Background: an optimization exercise with open tools, aiming at small area and a short achievable clock period. Do not read the settings as production practice.
In this exercise RTL edits were held to simulation tests only and were not proved equivalent to the original.

== try-delta ==
// FPU
module FPU(clk, reset, A, B, sel, round_mode, start, error, over_flow, Y);
For scale: roughly 100 I/O pins, about 0.017 sq mm of cells after synthesis.
==> flow/config.mk <==
export PLATFORM = sky130hd
export DESIGN_NAME = FPU
export DESIGN_NICKNAME = FPU
export VERILOG_FILES = /design/flow/design.v
export SDC_FILE = /design/flow/constraint.sdc
export NUM_CORES = 4
export LEC_CHECK = 0
export ABC_AREA = 1
export CAP_MARGIN = 20
export CORE_MARGIN = 2
export CORE_UTILIZATION = 40
export SLEW_MARGIN = 20
==> flow/constraint.sdc <==
create_clock -name core_clock -period 37.0 [get_ports {clk}]
set_input_delay 7.4000 -clock core_clock [delete_from_list [all_inputs] [get_ports {clk}]]
set_output_delay 7.4000 -clock core_clock [all_outputs]
set_load 0.01 [all_outputs]
standard.sh (not shown) runs the stock make flow with config.mk's settings and CLKGATE_MAP_FILE= SYNTH_SCRIPT=/design/flow/synth_recipe.tcl, a recipe that flattens the netlist after the stock synthesis.
==> flow/flow/run.sh <==
#!/bin/bash
# Layout flow:
#  1. the standard synthesis (standard.sh; ABC area script set in config.mk);
#  2. three rounds of: flow/polarity.py (full adders are self-dual, so each
#     one's polarity is chosen to need as few inverters as possible), then
#     flow/remap.sh (the combinational logic between the registers and full
#     adders (half adders included) is re-mapped by ABC for area (flow/abc_remap.script),
#     which now sees through the dissolved inverters); the smallest of the three netlists is kept.
#     Registers keep their names and cells throughout;
#  4. the standard ORFS floorplan, place, CTS, route and finish, with the timing
#     repair steps asked for a 28.7 ns setup margin at the design's 37 ns clock
#     (paths of about 8.3 ns) and ports buffered with buf_2 cells.
# The SDC and the clock period are unchanged. Each tool's output goes to its own
# log here (synth.log, polarity*.log, remap*.log, layout.log) and ORFS's per-step
# logs are under orfs/logs.
set -euo pipefail
RES=$PWD/orfs/results/sky130hd/FPU/base
bash standard.sh $RES/1_2_yosys.v > synth.log 2>&1
cp $RES/1_2_yosys.v $RES/1_2_yosys_std.v
python3 flow/polarity.py $RES/1_2_yosys_std.v net_p1.v > polarity1.log 2>&1
bash flow/remap.sh net_p1.v net_r1.v remap1
python3 flow/polarity.py net_r1.v net_p2.v > polarity2.log 2>&1
bash flow/remap.sh net_p2.v net_r2.v remap2
python3 flow/polarity.py net_r2.v net_p3.v > polarity3.log 2>&1
bash flow/remap.sh net_p3.v net_r3.v remap3
# keep the smallest of the three re-mapped netlists
best=$(for i in 1 2 3; do echo "$(grep 'Chip area' remap$i.log | tail -1 | awk '{print $NF}') net_r$i.v"; done | sort -g | head -1 | awk '{print $2}')
echo "using $best" > remap_choice.log
cp $best $RES/1_2_yosys.v
bash standard.sh SETUP_SLACK_MARGIN=28.7 "BUFFER_PORTS_ARGS=-buffer_cell sky130_fd_sc_hd__buf_2" TNS_END_PERCENT=100 finish > layout.log 2>&1
==> flow/flow/abc_remap.script <==
strash
dc2
dch -f
map -a
topo
==> flow/flow/remap.sh <==
#!/bin/bash
# remap.sh IN.v OUT.v LOGPREFIX: re-map the combinational logic of a mapped
# netlist with an area-only ABC script (flow/abc_remap.script), keeping every register and full
# adder cell (and its instance name) as it is.
set -euo pipefail
IN=$1; OUT=$2; LP=$3
YOSYS=/OpenROAD-flow-scripts/tools/install/yosys/bin/yosys
[ -x $YOSYS ] || YOSYS=yosys
LIB=$FLOW_HOME/platforms/sky130hd/lib/sky130_fd_sc_hd__tt_025C_1v80.lib
if [ ! -f comb_cells.v ]; then
  $YOSYS -q -p "read_liberty -ignore_miss_func $LIB; write_verilog -noattr cells_all.v" > ${LP}_cells.log 2>&1
  python3 flow/comb_cells.py cells_all.v comb_cells.v
fi
DONTUSE=$(grep -m1 "^abc -script" orfs/logs/sky130hd/FPU/base/1_2_yosys.log | grep -o "\-dont_use [^ ]*" | tr '\n' ' ')
cat > ${LP}.ys <<EOS
read_verilog comb_cells.v
read_liberty -lib -ignore_redef $LIB
read_verilog $IN
hierarchy -top $FLOW_TOP
flatten
proc
techmap
opt -fast
opt_clean -purge
abc -script $PWD/flow/abc_remap.script -liberty $LIB $DONTUSE
setundef -zero
splitnets
opt_clean -purge
hilomap -singleton -hicell sky130_fd_sc_hd__conb_1 HI -locell sky130_fd_sc_hd__conb_1 LO
opt_clean -purge
stat -liberty $LIB
write_verilog -noattr -noexpr -nohex -nodec $OUT
EOS
$YOSYS -s ${LP}.ys > ${LP}.log 2>&1
Other scripts of this flow, unchanged in this note and not shown: flow/flow/comb_cells.py, flow/flow/polarity.py
try-delta ran to completion and came out clean on the timing, design-rule and antenna checks.
#### Input delta (try-nickel over try-delta)
-- flow/flow/run.sh --
<<< try-delta, line 10
#  4. the standard ORFS floorplan, place, CTS, route and finish, with the timing
#     repair steps asked for a 28.7 ns setup margin at the design's 37 ns clock
#     (paths of about 8.3 ns) and ports buffered with buf_2 cells.
# The SDC and the clock period are unchanged. Each tool's output goes to its own
>>> try-nickel, line 10
#  4. the standard ORFS floorplan, place, CTS, route and finish, with the timing
#     repair steps asked for a 28.6 ns setup margin at the design's 37 ns clock
#     (paths of about 8.4 ns) and ports buffered with buf_2 cells.
# The SDC and the clock period are unchanged. Each tool's output goes to its own
<<< try-delta, line 29
cp $best $RES/1_2_yosys.v
bash standard.sh SETUP_SLACK_MARGIN=28.7 "BUFFER_PORTS_ARGS=-buffer_cell sky130_fd_sc_hd__buf_2" TNS_END_PERCENT=100 finish > layout.log 2>&1
>>> try-nickel, line 29
cp $best $RES/1_2_yosys.v
bash standard.sh SETUP_SLACK_MARGIN=28.6 "BUFFER_PORTS_ARGS=-buffer_cell sky130_fd_sc_hd__buf_2" TNS_END_PERCENT=100 finish > layout.log 2>&1
==> flow/flow/abc_remap.script <==
strash
dc2
dch -f
map -a
topo
stime -c
buffer -c
upsize -c
dnsize -c
-- flow/flow/remap.sh --
<<< try-delta, line 2
# remap.sh IN.v OUT.v LOGPREFIX: re-map the combinational logic of a mapped
# netlist with an area-only ABC script (flow/abc_remap.script), keeping every register and full
# adder cell (and its instance name) as it is.
>>> try-nickel, line 2
# remap.sh IN.v OUT.v LOGPREFIX: re-map the combinational logic of a mapped
# netlist with an area-oriented ABC script (flow/abc_remap.script), keeping every register and full
# adder cell (and its instance name) as it is.
-- flow/config.mk --
<<< try-delta, line 10
export CORE_MARGIN = 2
export CORE_UTILIZATION = 40
export SLEW_MARGIN = 20
>>> try-nickel, line 10
export CORE_MARGIN = 2
export CORE_UTILIZATION = 50
export SLEW_MARGIN = 20
## What came out
Portion of the clock cycle consumed by the worst path in the final layout delta (try-nickel -> try-delta): insignificant
Total placed cells including tap cells for try-nickel is lower than for try-delta.
On first-iteration DRC count: between try-delta and try-nickel, it ends up lower for try-delta.
In the flow results for try-delta and try-nickel, the relative area of clock buffers and inverters in the final design is larger on try-nickel.
try-nickel vs. try-delta: cell area lower; fmax higher; routed wire length lower.
--- input diff try-nickel..try-umber ---
==> flow/flow/run.sh <==
#!/bin/bash
# Layout flow:
#  1. the standard synthesis (standard.sh; ABC area script set in config.mk);
#  2. five rounds of: flow/polarity.py (full adders are self-dual, so each
#     one's polarity is chosen to need as few inverters as possible), then
#     flow/remap.sh (the combinational logic between the registers and full
#     adders (half adders included) is re-mapped by ABC for area (flow/abc_remap.script),
#     which now sees through the dissolved inverters); the smallest of the five netlists is kept.
#     Registers keep their names and cells throughout;
#  4. the standard ORFS floorplan, place, CTS, route and finish, with the timing
#     repair steps asked for a 28.5 ns setup margin at the design's 37 ns clock
#     (paths of about 8.5 ns) and ports buffered with buf_2 cells;
#     the repair may resize cells to any footprint.
# The SDC and the clock period are unchanged. Each tool's output goes to its own
# log here (synth.log, polarity*.log, remap*.log, layout.log) and ORFS's per-step
# logs are under orfs/logs.
set -euo pipefail
RES=$PWD/orfs/results/sky130hd/FPU/base
bash standard.sh $RES/1_2_yosys.v > synth.log 2>&1
cp $RES/1_2_yosys.v $RES/1_2_yosys_std.v
python3 flow/polarity.py $RES/1_2_yosys_std.v net_p1.v > polarity1.log 2>&1
bash flow/remap.sh net_p1.v net_r1.v remap1
python3 flow/polarity.py net_r1.v net_p2.v > polarity2.log 2>&1
bash flow/remap.sh net_p2.v net_r2.v remap2
python3 flow/polarity.py net_r2.v net_p3.v > polarity3.log 2>&1
bash flow/remap.sh net_p3.v net_r3.v remap3
python3 flow/polarity.py net_r3.v net_p4.v > polarity4.log 2>&1
bash flow/remap.sh net_p4.v net_r4.v remap4
python3 flow/polarity.py net_r4.v net_p5.v > polarity5.log 2>&1
bash flow/remap.sh net_p5.v net_r5.v remap5
# keep the smallest of the five re-mapped netlists
best=$(for i in 1 2 3 4 5; do echo "$(grep 'Chip area' remap$i.log | tail -1 | awk '{print $NF}') net_r$i.v"; done | sort -g | head -1 | awk '{print $2}')
echo "using $best" > remap_choice.log
cp $best $RES/1_2_yosys.v
bash standard.sh SETUP_SLACK_MARGIN=28.5 "BUFFER_PORTS_ARGS=-buffer_cell sky130_fd_sc_hd__buf_2" TNS_END_PERCENT=100 MATCH_CELL_FOOTPRINT=0 finish > layout.log 2>&1
-- flow/config.mk --
<<< try-nickel, line 10
export CORE_MARGIN = 2
export CORE_UTILIZATION = 50
export SLEW_MARGIN = 20
>>> try-umber, line 10
export CORE_MARGIN = 2
export CORE_UTILIZATION = 40
export SLEW_MARGIN = 20
## What came out
try-umber | stages: all done | timing, DRC, antenna: all pass
Via count was lower in the run labelled try-umber.
try-umber: worst hold slack is 0.016 ns higher than what try-nickel reported.
Taking try-nickel as the reference, in try-umber post-route minimum period rose by 0.32 ns; register-to-register slack fell by 0.32 ns; length of routed met2 wiring rose by about 8%.
Summary — wire length of the first global-routing pass, try-umber relative to try-nickel: higher, by 4600 um.
What try-zinc does differently from try-umber at the input level:
==> flow/flow/run.sh <==
#!/bin/bash
# Layout flow:
#  1. the standard synthesis (standard.sh; ABC area script set in config.mk);
#  2. three rounds of: flow/polarity.py (full adders are self-dual, so each
#     one's polarity is chosen to need as few inverters as possible), then
#     flow/remap.sh (the combinational logic between the registers and full
#     adders (half adders included) is re-mapped by ABC for area (flow/abc_remap.script),
#     which now sees through the dissolved inverters); the smallest of the three netlists is kept.
#     Registers keep their names and cells throughout;
#  4. the standard ORFS floorplan, place, CTS, route and finish, with the timing
#     repair steps asked for a 28.5 ns setup margin at the design's 37 ns clock
#     (paths of about 8.5 ns) and ports buffered with buf_2 cells.
# The SDC and the clock period are unchanged. Each tool's output goes to its own
# log here (synth.log, polarity*.log, remap*.log, layout.log) and ORFS's per-step
# logs are under orfs/logs.
set -euo pipefail
RES=$PWD/orfs/results/sky130hd/FPU/base
bash standard.sh $RES/1_2_yosys.v > synth.log 2>&1
cp $RES/1_2_yosys.v $RES/1_2_yosys_std.v
python3 flow/polarity.py $RES/1_2_yosys_std.v net_p1.v > polarity1.log 2>&1
bash flow/remap.sh net_p1.v net_r1.v remap1
python3 flow/polarity.py net_r1.v net_p2.v > polarity2.log 2>&1
bash flow/remap.sh net_p2.v net_r2.v remap2
python3 flow/polarity.py net_r2.v net_p3.v > polarity3.log 2>&1
bash flow/remap.sh net_p3.v net_r3.v remap3
# keep the smallest of the three re-mapped netlists
best=$(for i in 1 2 3; do echo "$(grep 'Chip area' remap$i.log | tail -1 | awk '{print $NF}') net_r$i.v"; done | sort -g | head -1 | awk '{print $2}')
echo "using $best" > remap_choice.log
cp $best $RES/1_2_yosys.v
bash standard.sh SETUP_SLACK_MARGIN=28.5 "BUFFER_PORTS_ARGS=-buffer_cell sky130_fd_sc_hd__buf_2" TNS_END_PERCENT=100 finish > layout.log 2>&1
==> flow/flow/abc_remap.script <==
strash
dc2
dch -f
map -a
topo
-- flow/flow/remap.sh --
<<< try-umber, line 2
# remap.sh IN.v OUT.v LOGPREFIX: re-map the combinational logic of a mapped
# netlist with an area-oriented ABC script (flow/abc_remap.script), keeping every register and full
# adder cell (and its instance name) as it is.
>>> try-zinc, line 2
# remap.sh IN.v OUT.v LOGPREFIX: re-map the combinational logic of a mapped
# netlist with an area-only ABC script (flow/abc_remap.script), keeping every register and full
# adder cell (and its instance name) as it is.
==> results.txt <==
Delta (try-zinc minus try-umber): post-placement setup slack saw a decrease.
Worst hold slack: try-zinc and try-umber compared, higher one is try-zinc
The more densely filled core belongs to try-zinc, not try-umber.
Diff try-umber -> try-zinc: number of tapcells shrank by 7; die area shrank by 2.2%; transition at the pin with the smallest max-transition slack grew by 0.17 ns.

separate check: timing with driven ports:
No port has a modelled driver above. Below, the same layouts with a new extraction and two added sets of constraints.
Step 1 sets driving cells, clkbuf_16 on the clock port and buf_2 on the other inputs (assumed; they add their load-dependent delay and slew).
Step 2 adds t to the input delays and takes it off the output delays; t is the mean of the earliest and latest rising clock arrival at the registers after step 1. Input paths then give back, and output paths get back, about the clock's delay inside the block.
Three values: ideal, step 1, step 2; two values: the first two.
run	shift t [ns]	slack for setup (ns)	hold slack, ns	latest minus earliest clock arrival (ns)
try-delta	0.518	27.781 / 27.781 / 27.781	0.502 / 0.502 / 0.502	0.021 / 0.021
try-nickel	0.508	27.833 / 27.833 / 27.833	0.466 / 0.466 / 0.466	0.015 / 0.015
try-umber	0.510	27.517 / 27.517 / 27.517	0.482 / 0.482 / 0.482	0.017 / 0.017
try-zinc	0.503	27.525 / 27.525 / 27.525	0.522 / 0.522 / 0.522	0.013 / 0.014
After both steps setup and hold are still met in every run listed.
